From an optimization exercise on the open Yosys and OpenROAD flow, aimed at small area; shortcuts taken in it are not production practice.
Only simulation tests tie the RTL to the original design; equivalence was not proved.
Power is estimated from default activity; no workload was simulated.

// tpumac
module tpumac
 #(parameter BITS_AB=8,
   parameter BITS_C=16)
  (
   input clk, rst_n, WrEn, en,
   input signed [BITS_AB-1:0] Ain,
   input signed [BITS_AB-1:0] Bin,
   input signed [BITS_C-1:0] Cin,
   output reg signed [BITS_AB-1:0] Aout,
   output reg signed [BITS_AB-1:0] Bout,
   output reg signed [BITS_C-1:0] Cout
  );
export LEC_CHECK = 0
export CAP_MARGIN = 20
export CORE_MARGIN = 2
export CORE_UTILIZATION = 60
export GPL_TIMING_DRIVEN = 0
export SLEW_MARGIN = 20
create_clock -name core_clock -period 5.2 [get_ports {clk}]
standard.sh (not shown) runs the stock make flow with config.mk's settings and CLKGATE_MAP_FILE= SYNTH_SCRIPT=/design/flow/synth_recipe.tcl, a recipe that flattens the netlist after the stock synthesis.
==> flow/flow/run.sh <==
#!/bin/bash
# Own layout flow: the standard synthesis is run unchanged (it names the registers), then
# its combinational mapping is replaced by flow/netlist.v, the same circuit as rtl/tpumac.sv
# mapped cell for cell by gen/gen.py, after checking that both have the same registers (name
# and cell type). The rest is the standard layout, with the port buffers made of buf_1.
set -euo pipefail
R=orfs/results/${FLOW_PLATFORM}/tpumac/base
bash standard.sh synth > run_synth.log 2>&1
python3 flow/swap.py "$R/1_2_yosys.v" flow/netlist.v > run_swap.log 2>&1
rm -f "$R/1_synth.odb" "$R/1_synth.sdc"
export BUFFER_PORTS_ARGS="-buffer_cell sky130_fd_sc_hd__buf_1"
export CTS_ARGS="-sink_clustering_enable -repair_clock_nets -dont_use_dummy_load -root_buf sky130_fd_sc_hd__clkbuf_4 -buf_list {sky130_fd_sc_hd__clkbuf_4}"
bash standard.sh finish > run_finish.log 2>&1
Other scripts of this flow, unchanged in this note and not shown: flow/flow/netlist.v, flow/flow/swap.py
Next try:
--- a/flow/flow/run.sh
+++ b/flow/flow/run.sh
@@ -11,3 +11,3 @@
 export BUFFER_PORTS_ARGS="-buffer_cell sky130_fd_sc_hd__buf_1"
-export CTS_ARGS="-sink_clustering_enable -repair_clock_nets -dont_use_dummy_load -root_buf sky130_fd_sc_hd__clkbuf_4 -buf_list {sky130_fd_sc_hd__clkbuf_4}"
+export CTS_ARGS="-sink_clustering_enable -repair_clock_nets -dont_use_dummy_load"
 bash standard.sh finish > run_finish.log 2>&1
Outcome: Power rose by a few percent. Design area rose by a few percent. Clock-buffer cell count does not change. Synthesized area stays the same. Register-to-register slack barely changes. Flip-flop and latch count stays the same. Hold slack hardly moves. Cell count rose slightly. Routed wire length is about the same.

========
tpumac, a different RTL version from the one above (not shown whole).
For scale: about 270 cells after synthesis, ~68 I/O pins.
export LEC_CHECK = 0
export CAP_MARGIN = 20
export CORE_MARGIN = 2
export CORE_UTILIZATION = 75
export GPL_TIMING_DRIVEN = 0
export SLEW_MARGIN = 20
create_clock -name core_clock -period 5.2 [get_ports {clk}]
==> flow/flow/run.sh <==
#!/bin/bash
# Own layout flow: the standard synthesis is run unchanged (it names the registers), then
# its combinational mapping is replaced by flow/netlist.v, the same circuit as rtl/tpumac.sv
# mapped cell for cell by gen/gen.py, after checking that both have the same registers (name
# and cell type). The rest is the standard layout, with the port buffers made of buf_1.
set -euo pipefail
R=orfs/results/${FLOW_PLATFORM}/tpumac/base
bash standard.sh synth > run_synth.log 2>&1
python3 flow/swap.py "$R/1_2_yosys.v" flow/netlist.v > run_swap.log 2>&1
rm -f "$R/1_synth.odb" "$R/1_synth.sdc"
export BUFFER_PORTS_ARGS="-buffer_cell sky130_fd_sc_hd__buf_1"
export CTS_ARGS="-sink_clustering_enable -repair_clock_nets -dont_use_dummy_load -root_buf sky130_fd_sc_hd__clkbuf_4 -buf_list {sky130_fd_sc_hd__clkbuf_4}"
bash standard.sh finish > run_finish.log 2>&1
Other scripts of this flow, unchanged in this note and not shown: flow/flow/netlist.v, flow/flow/swap.py
Edit:
- SETUP_SLACK_MARGIN: default -> -0.1
After rerunning: Total power is about the same. Routed wire length grows by 0.78%. Sequential cell count stays the same. Die area does not change. Combinational power stays flat. Worst setup slack loses 0.053 ns. Maximum frequency shrinks by 1.0%. Non-clock buffer count stays the same. Final cell count is unchanged. Sequential power barely changes.
Edit:
- CORE_UTILIZATION: 75 -> 85
- SETUP_SLACK_MARGIN: -0.1 -> default
Result: This time the run failed in 3_3_place_gp on GPL-0301. Area after synthesis stays the same. Synthesized cell count does not change.

port drivers added, routing unchanged:
No port has a modelled driver above. Below, the same layouts with a new extraction and two added sets of constraints.
Step 1, drivers: a clkbuf_16 drives clk and a buf_2 each remaining input, both assumed.
Step 2 moves the port delays by t, midway between the first and last clock arrival at a register: inputs arrive t later, outputs are due t later. That takes back most of the time a late clock gives input paths.
a / b / c = ideal ports / drivers / drivers and shift; a / b = the first two.
| run | t (ns) | setup WS [ns] | worst setup path after step 2 | clock arrival spread, ns | cell pins on the clock port's net |
|---|---|---|---|---|---|
| the first run of note 1 | 0.350 | 0.243 / 0.243 / -0.106 | input to register | 0.038 / 0.037 | 1 |
| the second run of note 1 | 0.303 | 0.268 / 0.270 / -0.033 | input to register | 0.026 / 0.026 | 1 |
| the first run of note 2 | 0.353 | 0.211 / 0.212 / -0.141 | input to register | 0.014 / 0.014 | 1 |
| the second run of note 2 | 0.356 | 0.158 / 0.160 / -0.196 | input to register | 0.008 / 0.008 | 1 |
Met with ideal ports but missed after step 2: setup timing in every run listed. For the second run of note 2, which loses most, drivers alone change the setup slack by +0.002 ns; drivers and shift together by -0.354 ns.
